Background: an optimization exercise with open tools, aiming at small area, a short achievable clock period and few clock cycles per item. Do not read the settings as production practice.
RTL that was checked went through simulation tests only; none was proved equivalent to the original.

==> module division_float_32, before the edit <==
module division_float_32(clock, start, operand1, operand2, result, finish, illegal);
	input clock;
	input start;
	input [31:0] operand1, operand2;
	output [31:0] result;
	output finish;
	output illegal;
	wire [23:0] m1 = {1'b1, operand1[22:0]};
	wire [23:0] m2 = {1'b1, operand2[22:0]};
	wire        big = operand1[22:0] >= operand2[22:0];    
	reg  [7:0]  exp_r;
	reg         zero_r, sign_r;
	reg  [22:0] d;
	always @(posedge clock) begin
		d <= operand2[22:0];
		exp_r  <= (({1'b0, operand1[30:23]} + 9'd127) < {1'b0, operand2[30:23]} || operand1 == 32'd0) ? 8'd0 :
		          operand1[30:23] + ~operand2[30:23] + 8'd127 + {7'd0, big};
		zero_r <= (operand1 == 32'd0);
		sign_r <= (operand1[31] ^ operand2[31]) & (operand1 != 32'd0);
	end
	function automatic [25:0] step(input [24:0] r, input [22:0] dd, input inj);
		reg [25:0] c;
		reg [31:0] gt, eq;
		reg [24:0] b;
		reg ge;
		reg [12:0] lo;
		reg [13:0] h0, h1, hi;
		integer i, s;
		begin
			gt = 0; eq = 0;
			c = {1'b0, r} - {2'b01, dd};
			step = c[25] ? {1'b0, r[23:0], inj} : {1'b1, c[23:0], inj};
		end
	endfunction
	reg  [24:0] r;
	reg  [22:0] L;
	reg  [3:0]  cnt;
	wire done = (cnt == 4'd12);
	wire [25:0] s0 = step(r, d, L[22]);
	wire [25:0] s1 = step(s0[24:0], d, L[21]);
	always @(posedge clock) begin
		if (start)
			r <= big ? {1'b0, m1} : {m1, 1'b0};
		else
			r <= s1[24:0];
		if (start) begin
			L   <= big ? {1'b0, m2[23:2]} : m2[23:1];
			cnt <= 4'd0;
		end else if (!done) begin
			L   <= {L[20:0], s0[25], s1[25]};
			cnt <= cnt + 4'd1;
		end
	end
	assign result = {sign_r, exp_r, L & {23{~zero_r}}};
	assign finish = done;
	assign illegal = (operand2 == 32'd0);
endmodule
==> flow/config.mk <==
export PLATFORM = sky130hd
export DESIGN_NAME = division_float_32
export DESIGN_NICKNAME = division_float_32
export VERILOG_FILES = /design/flow/design.v
export SDC_FILE = /design/flow/constraint.sdc
export NUM_CORES = 4
export LEC_CHECK = 0
export ABC_AREA = 1
export CAP_MARGIN = 20
export CORE_MARGIN = 2
export CORE_UTILIZATION = 55
export SLEW_MARGIN = 20
==> flow/constraint.sdc <==
create_clock -name core_clock -period 5.5 [get_ports {clock}]
set_input_delay 1.1000 -clock core_clock [delete_from_list [all_inputs] [get_ports {clock}]]
set_output_delay 1.1000 -clock core_clock [all_outputs]
set_load 0.01 [all_outputs]
standard.sh (not shown) runs the stock make flow with config.mk's settings and CLKGATE_MAP_FILE= SYNTH_SCRIPT=/design/flow/synth_recipe.tcl, a recipe that flattens the netlist after the stock synthesis.
==> flow/flow/run.sh <==
#!/bin/bash
# The standard layout, with plain buffers (sky130_fd_sc_hd__buf_1) on the
# ports instead of the default delay-cell buffers.
set -euo pipefail
bash standard.sh BUFFER_PORTS_ARGS="-buffer_cell sky130_fd_sc_hd__buf_1" finish > standard_flow.log 2>&1
Testbench counts at the start, summed over its fixed seeds: cycles 26,624, items 2,048.
Edit:
--- a/flow/design.v
+++ b/flow/design.v
@@ -20,15 +20,17 @@
 	end
 	function automatic [25:0] step(input [24:0] r, input [22:0] dd, input inj);
+		reg [24:0] b, g, p, G, P, G2, P2;
 		reg [25:0] c;
-		reg [31:0] gt, eq;
-		reg [24:0] b;
-		reg ge;
-		reg [12:0] lo;
-		reg [13:0] h0, h1, hi;
+		reg [23:0] diff;
 		integer i, s;
 		begin
-			gt = 0; eq = 0;
-			c = {1'b0, r} - {2'b01, dd};
-			step = c[25] ? {1'b0, r[23:0], inj} : {1'b1, c[23:0], inj};
+			b = {1'b1, 1'b0, ~dd};
+			g = r & b;
+			p = r | b;
+			G = g; P = p; G[0] = g[0] | p[0]; P[0] = 1'b0;
+			for (s = 1; s < 25; s = s * 2) begin G2 = G; P2 = P; for (i = 0; i < 25; i = i + 1) if ((i / s) % 2 == 1) begin G2[i] = G[i] | (P[i] & G[(i/s)*s-1]); P2[i] = P[i] & P[(i/s)*s-1]; end G = G2; P = P2; end
+			c = {G, 1'b1};
+			diff = r[23:0] ^ ({24{c[25]}} & (b[23:0] ^ c[23:0]));
+			step = {c[25], diff, inj};
 		end
 	endfunction
@@ -36,17 +38,18 @@
 	reg  [22:0] L;
 	reg  [3:0]  cnt;
-	wire done = (cnt == 4'd12);
+	wire done = (cnt == 4'd8);
 	wire [25:0] s0 = step(r, d, L[22]);
 	wire [25:0] s1 = step(s0[24:0], d, L[21]);
+	wire [25:0] s2 = step(s1[24:0], d, L[20]);
 	always @(posedge clock) begin
 		if (start)
 			r <= big ? {1'b0, m1} : {m1, 1'b0};
 		else
-			r <= s1[24:0];
+			r <= s2[24:0];
 		if (start) begin
 			L   <= big ? {1'b0, m2[23:2]} : m2[23:1];
 			cnt <= 4'd0;
 		end else if (!done) begin
-			L   <= {L[20:0], s0[25], s1[25]};
+			L   <= {L[19:0], s0[25], s1[25], s2[25]};
 			cnt <= cnt + 4'd1;
 		end
Hold slack gets better by 0.036 ns.
Synthesized cell count climbs by about 24%.
Setup slack degrades by 0.49 ns.
Routed wire length grows by 10%.
Clock skew came out higher by 0.0054 ns.
Core utilization drops by 0.58 points.
Only the layout flow was run in the second run of this note; the RTL was not checked for function there.

-- re-timing with driven ports --
How much do the figures lean on ideal ports? The routed layouts below were timed once more, with nothing changed but the port constraints.
Step 1 assumes that a clkbuf_16 drives the clock port and a buf_2 every other input.
Step 2 moves the port delays by t, midway between the first and last clock arrival at a register: inputs arrive t later, outputs are due t later. That takes back most of the time a late clock gives input paths.
a / b / c = no drivers / after step 1 / after step 2; a / b = the first two.
run | shift t [ns] | setup WS [ns] | worst setup path after step 2 | latest minus earliest clock arrival (ns)
the first run | 0.400 | 1.031 / 1.031 / 1.031 | register to register | 0.005 / 0.005
the second run | 0.389 | 0.543 / 0.543 / 0.543 | register to register | 0.010 / 0.010
After both steps setup and hold are still met in every run listed.
